Background: an optimization exercise with open tools, aiming at small area, a short achievable clock period and few clock cycles per item. Do not read the settings as production practice.
Where RTL was checked, it was by simulation tests only, not by an equivalence proof against the original.
Power and IR drop assume default switching activity.

==> flow/design.v (excerpt) <==
module SME ( clk, reset, chardata, isstring, ispattern, valid, match, match_index);
For scale: about 1200 cells after synthesis, about 19 I/O pins, ~15000 sq um of cells after synthesis.
make LEC_CHECK=0 ABC_CLOCK_PERIOD_IN_PS=3000 CAP_MARGIN=20 CORE_MARGIN=2 CORE_UTILIZATION=40 SETUP_SLACK_MARGIN=5 SLEW_MARGIN=20 finish   # period 8.0 ns
run.sh (not shown) runs the stock make flow with config.mk's settings and CLKGATE_MAP_FILE= SYNTH_SCRIPT=/design/flow/synth_recipe.tcl, a recipe that flattens the netlist after the stock synthesis.
Testbench counts at the start, summed over its fixed seeds: cycles 114,566, items 8,000.
==> next run, changes <==
ABC_CLOCK_PERIOD_IN_PS = not set   (was 3000)
CORE_UTILIZATION = 60   (was 40)
CTS_CLUSTER_DIAMETER = 120   (was not set)
CTS_CLUSTER_SIZE = 24   (was not set)
Wire length is lower by 2.7%.
Global-route usage rose by 7.8 points.
Clock-buffer cell count decreases by 26.
Worst setup slack gets worse by 66 ps.
Core utilization climbs by 19 points.
Total power drops by 15%.
Synthesized area stays the same.
First-iteration DRC count increases by 60%.
==> next run, changes <==
==> flow/flow/run.sh (new file) <==
#!/bin/bash
set -euo pipefail
bash standard.sh SETUP_SLACK_MARGIN=5.3 finish > make_finish.log 2>&1
==> flow/standard.sh (new file) <==
#!/bin/bash
# synth_recipe.tcl (not shown) runs the flow's synth.tcl, then flattens the netlist and writes it again
# the make line also repeats each setting of config.mk as NAME=value (left out here)
make -C /OpenROAD-flow-scripts/flow DESIGN_CONFIG=/design/flow/config.mk WORK_HOME=/design/flow/orfs CLKGATE_MAP_FILE= SYNTH_SCRIPT=/design/flow/synth_recipe.tcl "${@:-finish}"
CORE_UTILIZATION = 40   (was 60)
SETUP_SLACK_MARGIN = not set   (was 5)
removed: flow/run.sh
=> The changed run finished clean; non-clock buffer count is higher by 10; cell count is higher by 12%; total power is higher by 0.86%; setup slack gets better by 52 ps; wire length is higher by 2.2%; die area is higher by 49%; sequential power hardly moves; global-route usage is lower by 8.0 points.
==> next run, changes <==
==> flow/run.sh (new file) <==
#!/bin/bash
# synth_recipe.tcl (not shown) runs the flow's synth.tcl, then flattens the netlist and writes it again
# the make line also repeats each setting of config.mk as NAME=value (left out here)
make -C /OpenROAD-flow-scripts/flow DESIGN_CONFIG=/design/flow/config.mk WORK_HOME=/design/flow/orfs CLKGATE_MAP_FILE= SYNTH_SCRIPT=/design/flow/synth_recipe.tcl finish
CTS_CLUSTER_DIAMETER = not set   (was 120)
CTS_CLUSTER_SIZE = not set   (was 24)
SETUP_SLACK_MARGIN = 5   (was not set)
removed: flow/flow/run.sh
removed: flow/standard.sh
=> Sequential power stays flat; clock power grows by 64%; utilization came out higher by 1.3 points; global-route usage climbs by 0.26 points; cell area goes up by 3.0%; routed wire length rose by 0.56%; non-clock buffer count falls by 8.

* * *

== build 31 ==
SME again, from the RTL that the note above started with.
clock: 8.0 ns
lec_check: 0
cap_margin: 20
core_margin: 2
core_utilization: 40
cts_cluster_diameter: 120
cts_cluster_size: 24
setup_slack_margin: 5
slew_margin: 20
Stock flow here: none of the scripts above is used.
Build 31 completed end to end with timing, DRC and antenna clean.
Testbench counts of build 31, summed over its fixed seeds: cycles 114,566, items 8,000.
The following lists how build 61 was set up differently from build 31:
Settings: an added CTS_BUF_LIST of sky130_fd_sc_hd__clkbuf_8; a change of CTS_CLUSTER_SIZE from 24 to 16; a change of CTS_CLUSTER_DIAMETER from 120 to 100.
[summary]
Build 61 vs. build 31: met2 wire length shows a reduction of about 0.4%; count of clock-buffer cells in the layout shows a reduction of 3. A slowest cell on the critical path of sky130_fd_sc_hd__dfxtp_2 is what build 31 shows, while sky130_fd_sc_hd__edfxtp_1 belongs to build 61. On global router's overall resource usage, build 31 tracks build 61 almost exactly. The lower number of clock buffers inserted by TritonCTS came out of build 31. Between build 61 and build 31, post-route cell area is higher for build 31, build 61 comes in under that. Looking at minimum period implied by the final worst setup slack, build 61 sits 0.017 ns above build 31. Looking at build 61 and build 31, the fill cell instance count of the final layout is a wash.
Relative to build 61, the following input files were edited for build 14:
Settings: a change of CTS_CLUSTER_DIAMETER from 100 to 120; a change of CTS_CLUSTER_SIZE from 16 to 24; a deleted CTS_BUF_LIST that had been sky130_fd_sc_hd__clkbuf_8; a deleted SETUP_SLACK_MARGIN that had been 5.
==> flow/flow/run.sh (new file) <==
#!/bin/bash
set -euo pipefail
bash standard.sh SETUP_SLACK_MARGIN=5.4 finish > make_finish.log 2>&1
==> flow/standard.sh (new file) <==
#!/bin/bash
# synth_recipe.tcl (not shown) runs the flow's synth.tcl, then flattens the netlist and writes it again
# the make line also repeats each setting of config.mk as NAME=value (left out here)
make -C /OpenROAD-flow-scripts/flow DESIGN_CONFIG=/design/flow/config.mk WORK_HOME=/design/flow/orfs CLKGATE_MAP_FILE= SYNTH_SCRIPT=/design/flow/synth_recipe.tcl "${@:-finish}"
removed: flow/run.sh
Results
Comparing build 61 and build 14, the lower post-route clock period utilization was measured on build 14. Final hold slack in build 14 is 0.0049 ns above build 61. The area added between synthesis and finish of build 14 exceeds that of build 61 by 1.6 points. Compared with build 61, met3 wire length in build 14 decreased by more than 10%. Build 14 -> build 61: width of the chip delta 0, exact match. Row number of buffer and inverter instances along the worst setup path: build 14 higher / build 61 lower. In the flow results for build 61 and build 14, the routed via count is smaller on build 61.

* * *

Setup of run A:
SME, a different RTL version from the one above (not shown whole).
For scale: about 15000 sq um of cells after synthesis.
==> flow/config.mk <==
export PLATFORM = sky130hd
export DESIGN_NAME = SME
export DESIGN_NICKNAME = SME
export VERILOG_FILES = /design/flow/design.v
export SDC_FILE = /design/flow/constraint.sdc
export NUM_CORES = 4
export LEC_CHECK = 0
export CAP_MARGIN = 20
export CORE_MARGIN = 2
export CORE_UTILIZATION = 60
export SETUP_SLACK_MARGIN = 5
export SLEW_MARGIN = 20
==> flow/constraint.sdc <==
create_clock -name core_clock -period 8.0 [get_ports {clk}]
set_input_delay 1.6000 -clock core_clock [delete_from_list [all_inputs] [get_ports {clk}]]
set_output_delay 1.6000 -clock core_clock [all_outputs]
set_load 0.01 [all_outputs]
Stock flow here: none of the scripts above is used.
> inputs changed (run A -> run B)
# run A
export LEC_CHECK = 0
export CAP_MARGIN = 20
export CORE_MARGIN = 2
export CORE_UTILIZATION = 60
export SETUP_SLACK_MARGIN = 5
export SLEW_MARGIN = 20
create_clock -name core_clock -period 8.0 [get_ports {clk}]
# run B
export LEC_CHECK = 0
export CAP_MARGIN = 20
export CORE_MARGIN = 2
export CORE_UTILIZATION = 40
export SETUP_SLACK_MARGIN = 5
export SLEW_MARGIN = 20
create_clock -name core_clock -period 8.0 [get_ports {clk}]
==> summary.txt <==
Compared with run A, run B shows a higher number of ordinary and repair buffers in the finished layout.
Note that the chip height recorded for run B amounts to 1.2 times the value seen in run A.
Where final design instance area without fill is concerned, run A is better than run B.
Run A -> run B: global-route wire length before repair increased by a few percent
Sort run A and run B by total routed wire length on the met1 layer, ascending, and run A comes first.
Run A → run B: wire length now larger, met1 layer usage reported by global route went down 16 points.
Function was not checked in any run of this note: the RTL went through the layout flow alone.

## re-timing with driven ports
How much do the figures lean on ideal ports? The routed layouts below were timed once more, with nothing changed but the port constraints.
Step 1, drivers: a clkbuf_16 drives clk and a buf_2 each remaining input, both assumed.
Step 2 adds t to the input delays and takes it off the output delays; t is the mean of the earliest and latest rising clock arrival at the registers after step 1. Input paths then give back, and output paths get back, about the clock's delay inside the block.
Slacks: ideal ports / drivers / drivers and shift; pairs: ideal ports / drivers.
run | shift t [ns] | slack for setup (ns) | hold WS [ns] | clock arrival spread, ns
the first run of note 1 | 0.571 | 5.110 / 5.110 / 4.698 | 0.460 / 0.460 / 0.460 | 0.018 / 0.018
the second run of note 1 | 0.563 | 5.044 / 5.044 / 4.688 | 0.469 / 0.469 / 0.469 | 0.024 / 0.024
the third run of note 1 | 0.560 | 5.096 / 5.096 / 4.849 | 0.466 / 0.466 / 0.466 | 0.022 / 0.022
the fourth run of note 1 | 0.571 | 5.110 / 5.110 / 4.698 | 0.460 / 0.460 / 0.460 | 0.018 / 0.018
build 31 | 0.559 | 5.105 / 5.100 / 4.701 | 0.468 / 0.468 / 0.468 | 0.022 / 0.022
build 61 | 0.628 | 5.087 / 5.038 / 4.700 | 0.455 / 0.455 / 0.455 | 0.026 / 0.026
build 14 | 0.568 | 5.163 / 5.163 / 4.927 | 0.460 / 0.460 / 0.460 | 0.026 / 0.027
run A | 0.569 | 4.932 / 4.757 / 4.188 | 0.490 / 0.490 / 0.490 | 0.016 / 0.015
run B | 0.591 | 4.924 / 4.701 / 4.110 | 0.461 / 0.461 / 0.461 | 0.032 / 0.032
After both steps every run listed still meets setup and hold. For run B, which loses most, drivers alone change the setup slack by -0.223 ns; drivers and shift together by -0.814 ns.
